Source: an optimization exercise on an open RTL-to-GDS flow (aim: a short achievable clock period and few clock cycles). Production flows keep margins and buffers that such runs may drop. Function was checked by simulation only, so behaviour that the tests miss may differ from the original. Power figures rest on the tool's default switching activity, not on a simulated workload.

maple:
==> flow/design.v (excerpt) <==
module fmrt_core (
    input             clk,
    input             rst,
    output     [31:0] imem_addr,
    input      [31:0] imem_rdata,
    output     [31:0] dmem_addr,
    input      [31:0] dmem_rdata,
    output            dmem_we,
    output     [31:0] dmem_wdata
);
Size in the first run: ~10000 cells after synthesis, ~2400 flip-flops, ~160 I/O pins.
export LEC_CHECK = 0
export ABC_CLOCK_PERIOD_IN_PS = 3000
export CAP_MARGIN = 20
export CORE_MARGIN = 2
export CORE_UTILIZATION = 40
export PLACE_DENSITY = 0.6
export SETUP_SLACK_MARGIN = 5
export SLEW_MARGIN = 20
create_clock -name core_clock -period 10.0 [get_ports {clk}]
standard.sh (not shown) runs the stock make flow with config.mk's settings and CLKGATE_MAP_FILE= SYNTH_SCRIPT=/design/flow/synth_recipe.tcl, a recipe that flattens the netlist after the stock synthesis.
==> flow/flow/run.sh <==
#!/bin/bash
set -euo pipefail
MARGIN=${MARGIN:-7}
sed -e "s/SETUP_SLACK_MARGIN=[0-9.]*/SETUP_SLACK_MARGIN=${MARGIN}/" standard.sh > standard_margin.sh
grep -q "SETUP_SLACK_MARGIN=${MARGIN}" standard_margin.sh
bash standard_margin.sh > flow_make.log 2>&1
Testbench counts of maple, summed over its fixed seeds: cycles 43,911.
Setup changes, maple to raven
-- flow/design.v --
<<< maple, line 96
    reg  [31:0] ma_q, wd_q;
    reg         wpend;                
    reg         wbus;                 
    reg  [31:0] wb_addr, wb_data;
    reg         mw_valid;
    reg  [31:0] mw_res;
>>> raven, line 96
    reg  [31:0] ma_q, wd_q;
    reg         wpend;                
    reg         mw_valid;
    reg  [31:0] mw_res;
<<< maple, line 222
    wire mis    = (eq & de_eq1) | (~eq & de_eq0) | (lt & de_lt1) | (~lt & de_lt0) |
                  (ltu & de_ltu1) | (~ltu & de_ltu0) | de_rall;    
    wire stall_m = wpend & em_valid & em_mem & (wbus | ~em_ld);
    wire sub_rd  = em_valid & em_sub_st & ~wpend;
    wire em_st_w = em_valid & em_mem & ~em_ld & ~em_sub_st;    
    wire pend_next = sub_rd | (wpend & ~wbus);
    wire nx_ld     = stall_m ? (em_valid & em_ld) : (de_valid & de_ld);
    wire wbus_next = pend_next & ~nx_ld;
    wire [31:0] wb_addr_next = sub_rd ? em_res : wb_addr;
    wire wb_hit    = wpend & ~wbus & (em_res[31:2] == wb_addr[31:2]);
    wire jmis = (de_alt != de_jp);
    wire redirect_e = de_valid & ~stall_m & ((de_br & mis) | (de_jchk & jmis));
>>> raven, line 220
    wire mis    = (eq & de_eq1) | (~eq & de_eq0) | (lt & de_lt1) | (~lt & de_lt0) |
                  (ltu & de_ltu1) | (~ltu & de_ltu0) | de_rall;    
    wire stall_m = wpend & em_valid & em_mem;
    wire sub_rd  = em_valid & em_sub_st & ~wpend;
    wire em_st_w = em_valid & em_mem & ~em_ld & ~em_sub_st;    
    wire jmis = (de_alt != de_jp);
    wire redirect_e = de_valid & ~stall_m & ((de_br & mis) | (de_jchk & jmis));
<<< maple, line 292
    wire [1:0]  off   = em_res[1:0];
    wire [31:0] rw    = dmem_rdata;
    wire [31:0] lw    = wb_hit ? wb_data : dmem_rdata;
    wire [7:0]  lbyte = off[1] ? (off[0] ? lw[31:24] : lw[23:16])
                               : (off[0] ? lw[15:8]  : lw[7:0]);
    wire [15:0] lhalf = off[1] ? lw[31:16] : lw[15:0];
    wire [31:0] ldata = (em_f3[1:0] == 2'b00) ? {{24{lbyte[7] & ~em_f3[2]}}, lbyte} :
                        (em_f3[1:0] == 2'b01) ? {{16{lhalf[15] & ~em_f3[2]}}, lhalf} :
                        lw;
    assign mw_next = em_ld ? ldata : em_res;
    wire [31:0] merged = em_f3[0] ?
>>> raven, line 285
    wire [1:0]  off   = em_res[1:0];
    wire [31:0] rw    = dmem_rdata;
    wire [7:0]  lbyte = off[1] ? (off[0] ? rw[31:24] : rw[23:16])
                               : (off[0] ? rw[15:8]  : rw[7:0]);
    wire [15:0] lhalf = off[1] ? rw[31:16] : rw[15:0];
    wire [31:0] ldata = (em_f3[1:0] == 2'b00) ? {{24{lbyte[7] & ~em_f3[2]}}, lbyte} :
                        (em_f3[1:0] == 2'b01) ? {{16{lhalf[15] & ~em_f3[2]}}, lhalf} :
                        rw;
    assign mw_next = em_ld ? ldata : em_res;
    wire [31:0] merged = em_f3[0] ?
<<< maple, line 418
            m_we  <= 1'b0;
            wpend <= 1'b0;
            wbus  <= 1'b0;
        end else begin
            wpend <= pend_next;
            wbus  <= wbus_next;
            m_we  <= wbus_next | (~pend_next & (stall_m ? em_st_w : (de_valid & de_sw)));
        end
        if (sub_rd) begin
            wb_addr <= em_res;
            wb_data <= merged;
        end
        ma_q <= sum_if(~wbus_next & ~stall_m) | ({32{wbus_next}} & wb_addr_next) |
                ({32{~wbus_next & stall_m}} & em_res);
        if (wbus_next)
            wd_q <= sub_rd ? merged : wb_data;
        else if (stall_m)
            wd_q <= em_sd;
>>> raven, line 410
            m_we  <= 1'b0;
            wpend <= 1'b0;
        end else begin
            wpend <= sub_rd;
            m_we  <= sub_rd | (stall_m ? em_st_w : (de_valid & de_sw));
        end
        ma_q <= sum_if(~(sub_rd | stall_m)) | ({32{sub_rd | stall_m}} & em_res);
        if (sub_rd)
            wd_q <= merged;
        else if (stall_m)
            wd_q <= em_sd;
## What came out
Changes observed in raven relative to maple: die outline width decreased by 6.4 um relative to the old numbers; final total power lower; sequential portion of the cell area moved down; area added between synthesis and finish up 3.6 points; worst hold slack decreased by 0.0043 ns relative to the old numbers. Looking at met3 usage, raven sits below maple. Number of instances in the synthesized netlist for raven is lower than for maple. Area of the mapped netlist went down by a few percent going from maple to raven. Power density of the placed cells ended up about 1.9% lower on raven than on maple.
Testbench counts of raven, summed over its fixed seeds: cycles 44,139.

[port drivers added, routing unchanged]
In the flow no input, the clock included, has a driving cell. The finished layouts below were timed again as built, in two steps. Step 1 assumes that a clkbuf_16 drives the clock port and a buf_2 every other input. Step 2 also shifts input and output timing later by t, the mid clock arrival at the registers, as if the neighbouring blocks saw the same clock. a / b / c = no drivers / after step 1 / after step 2; a / b = the first two.
| run | shift t [ns] | setup WS [ns] | worst data-port slew with drivers (ns) |
|---|---|---|---|
| maple | 0.997 | 5.842 / 5.842 / 5.137 | 0.33 |
| raven | 0.990 | 6.033 / 6.033 / 5.448 | 0.24 |
After both steps setup and hold are still met in every run listed. For maple, which loses most, drivers alone change the setup slack by 0.000 ns; drivers and shift together by -0.705 ns.
